This design comes from an exercise in tuning for small area on the open sky130 flow, not from production work.
In this exercise RTL edits were held to simulation tests only and were not proved equivalent to the original.
Power and IR drop assume default switching activity.

Setup of before:
==> flow/design.v (excerpt) <==
module IKAOPM #(parameter FULLY_SYNCHRONOUS = 1, parameter FAST_RESET = 0) (
    input   wire            i_EMUCLK,  
    input   wire            i_phiM_PCEN_n,  
    input   wire            i_IC_n,    
    output  wire            o_phi1,
    input   wire            i_CS_n,
    input   wire            i_RD_n,
    input   wire            i_WR_n,
    input   wire            i_A0,
    input   wire    [7:0]   i_D,
    output  wire    [7:0]   o_D,
    output  wire            o_D_OE,
    output  wire            o_CT2,  
    output  wire            o_CT1,  
    output  wire            o_IRQ_n,
    output  wire            o_SH1,
    output  wire            o_SH2,
    output  wire            o_SO,
    output  wire            o_EMU_R_SAMPLE, o_EMU_L_SAMPLE,
    output  wire signed     [15:0]  o_EMU_R_EX, o_EMU_L_EX,
    output  wire signed     [15:0]  o_EMU_R, o_EMU_L
);
Size in the first run: about 9,100 cells after synthesis, about 4,300 flip-flops, roughly 0.16 mm² of cells after synthesis.
export LEC_CHECK = 0
export CAP_MARGIN = 20
export CORE_MARGIN = 2
export CORE_UTILIZATION = 65
export CTS_BUF_LIST = sky130_fd_sc_hd__clkbuf_8
export CTS_CLUSTER_DIAMETER = 60
export CTS_CLUSTER_SIZE = 15
export PLACE_DENSITY = 0.75
export SLEW_MARGIN = 20
create_clock -name core_clock -period 10.0 [get_ports {i_EMUCLK}]
run.sh (not shown) runs the stock make flow with config.mk's settings and CLKGATE_MAP_FILE= SYNTH_SCRIPT=/design/flow/synth_recipe.tcl, a recipe that flattens the netlist after the stock synthesis.
before: done, clean on timing, DRC and antenna
Here is what was changed in the inputs of after compared with before.
- CTS_CLUSTER_DIAMETER changed from 60 to 100
- CTS_CLUSTER_SIZE changed from 15 to 26
- CTS_BUF_LIST changed from sky130_fd_sc_hd__clkbuf_8 to sky130_fd_sc_hd__clkbuf_16
### Flow results
- after reports a higher total power than before does.
- Power per unit of standard cell area (lower): before
- met4 as the highest layer used for signal routing was reported by before, and met5 by after.
- Summary of after over before: proportion of total power due to net switching lower, setup slack lower, clock network power higher, area of the die roughly the same.
- Final area: before vs after, no meaningful difference


Another version of the RTL of IKAOPM (not shown whole).
Size in the first run: about 97 I/O pins, about 160000 um^2 of cells after synthesis.
==> flow/config.mk <==
export PLATFORM = sky130hd
export DESIGN_NAME = IKAOPM
export DESIGN_NICKNAME = IKAOPM
export VERILOG_FILES = /design/flow/design.v
export SDC_FILE = /design/flow/constraint.sdc
export NUM_CORES = 4
export LEC_CHECK = 0
export CAP_MARGIN = 20
export CORE_MARGIN = 2
export CORE_UTILIZATION = 70
export CTS_BUF_LIST = sky130_fd_sc_hd__clkbuf_8
export CTS_CLUSTER_DIAMETER = 60
export CTS_CLUSTER_SIZE = 15
export PLACE_DENSITY = 0.82
export SLEW_MARGIN = 20
==> flow/constraint.sdc <==
create_clock -name core_clock -period 10.0 [get_ports {i_EMUCLK}]
set_input_delay 2.0000 -clock core_clock [delete_from_list [all_inputs] [get_ports {i_EMUCLK}]]
set_output_delay 2.0000 -clock core_clock [all_outputs]
set_load 0.01 [all_outputs]
Edit:
- CTS_CLUSTER_DIAMETER: 60 -> 70
- CTS_CLUSTER_SIZE: 15 -> 17
Total power shrinks slightly. Via count is about the same. Setup slack degrades by 0.046 ns.
Edit:
- CORE_UTILIZATION: 70 -> 72
- CTS_CLUSTER_DIAMETER: 70 -> 60
- CTS_CLUSTER_SIZE: 17 -> 15
This time the run produced a layout that fails on antenna violations.
Fmax grows by 0.70%.
Critical path depth stays the same.
Final area stays flat.
Die area came out lower by 2.8%.
Worst hold slack gets worse by 0.070 ns.
Edit:
- CORE_UTILIZATION: 72 -> 70
- CTS_CLUSTER_SIZE: 15 -> 18
Result: This time the run completed without violations; wire length drops by a few percent; clock skew climbs by 0.020 ns; non-clock buffer count climbs by 17; power drops slightly; global-route usage drops by 1.1 points; cell area barely changes.


## build 88
IKAOPM, a different RTL version from the one above (not shown whole).
Size in the first run: roughly 97 I/O pins, roughly 160,000 um2 of cells after synthesis.
Settings: LEC_CHECK=0, CAP_MARGIN=20, CORE_MARGIN=2, CORE_UTILIZATION=65, CTS_BUF_LIST=sky130_fd_sc_hd__clkbuf_16, CTS_CLUSTER_DIAMETER=50, CTS_CLUSTER_SIZE=30, PLACE_DENSITY=0.75, SLEW_MARGIN=20; clock period 10.0 ns.
In summary, build 88 completed successfully, with a layout that passed the timing, DRC and antenna checks.
Setup changes, build 88 to build 57
Settings: a change of CORE_UTILIZATION from 65 to 40; a deleted CTS_CLUSTER_DIAMETER that had been 50; a deleted CTS_CLUSTER_SIZE that had been 30; a deleted CTS_BUF_LIST that had been sky130_fd_sc_hd__clkbuf_16; a change of PLACE_DENSITY from 0.75 to 0.6.
==> results.txt <==
Per the comparison of build 57 with build 88, combined area of the multi-input logic cells neither gained nor lost much, die area picked up an extra about 60%, net total in the final layout picked up an extra 0.65%. Count of buffers not belonging to the clock network in the layout of build 57 exceeds that of build 88 by a few percent. On wire length, build 88 and build 57 are neck and neck. Going from build 88 to build 57, final setup slack of the worst path +0.050 ns, achievable frequency saw an increase, starting utilization of the core area shows a reduction of 25 points. In the flow results for build 88 and build 57, the total power after layout is smaller on build 88. Per the final summary, build 88 finished and its layout is clean on timing, DRC and antenna. Build 57 has completed all stages; timing, DRC and antenna checks passed. Status: non-clock buffer contribution to total cell area parity (build 88, build 57).
For build 73, these inputs were changed with respect to build 57:
Settings: CTS_BUF_LIST now sky130_fd_sc_hd__clkbuf_8, previously not set; PLACE_DENSITY now 0.75, was 0.6; CTS_CLUSTER_SIZE now 18, previously not set; CTS_CLUSTER_DIAMETER now 40, previously not set; CORE_UTILIZATION now 65, was 40.
Notes after the runs:
Changes observed in build 73 relative to build 57: worst-margin pin slew has decreased; number of sinks handled by clock tree synthesis shows no meaningful change; total internal power went down 8.6%; number of sequential storage elements barely changed.
Relative to build 57, build 73 improves post-detailed-placement half-perimeter wirelength.
Build 57 -> build 73: post-synthesis cell count delta 0, exact match
Changes observed in build 73 relative to build 57: design area went down, worst hold-check slack now larger, global-route wire length before repair has decreased.
The fraction of power consumed by sequential logic in build 73 sits 3.7 points above the value recorded for build 57.

[what the ideal ports hide]
The flow's constraints put no driver on any port. The routed layouts listed below were extracted and timed again, unchanged, in two steps. Step 1 assumes that a clkbuf_16 drives the clock port and a buf_2 every other input. Step 2 moves the port delays by t, midway between the first and last clock arrival at a register: inputs arrive t later, outputs are due t later. That takes back most of the time a late clock gives input paths. Three values: ideal, step 1, step 2; two values: the first two.
| run | shift t [ns] | slack for setup (ns) | latest minus earliest clock arrival (ns) |
|---|---|---|---|
| before | 1.192 | 3.496 / 3.496 / 3.496 | 0.136 / 0.137 |
| after | 0.949 | 3.441 / 3.441 / 3.441 | 0.072 / 0.072 |
| the first run of note 2 | 1.125 | 2.537 / 2.537 / 2.537 | 0.116 / 0.116 |
| the second run of note 2 | 1.119 | 2.491 / 2.491 / 2.491 | 0.095 / 0.095 |
| the third run of note 2 | 1.152 | 2.543 / 2.543 / 2.543 | 0.096 / 0.095 |
| the fourth run of note 2 | 1.131 | 2.525 / 2.525 / 2.525 | 0.127 / 0.127 |
| build 88 | 1.064 | 4.673 / 4.651 / 4.294 | 0.104 / 0.104 |
| build 57 | 1.055 | 4.723 / 4.702 / 4.457 | 0.080 / 0.080 |
| build 73 | 1.173 | 4.702 / 4.679 / 4.379 | 0.109 / 0.110 |
For build 88, which loses most, drivers alone change the setup slack by -0.022 ns; drivers and shift together by -0.379 ns.
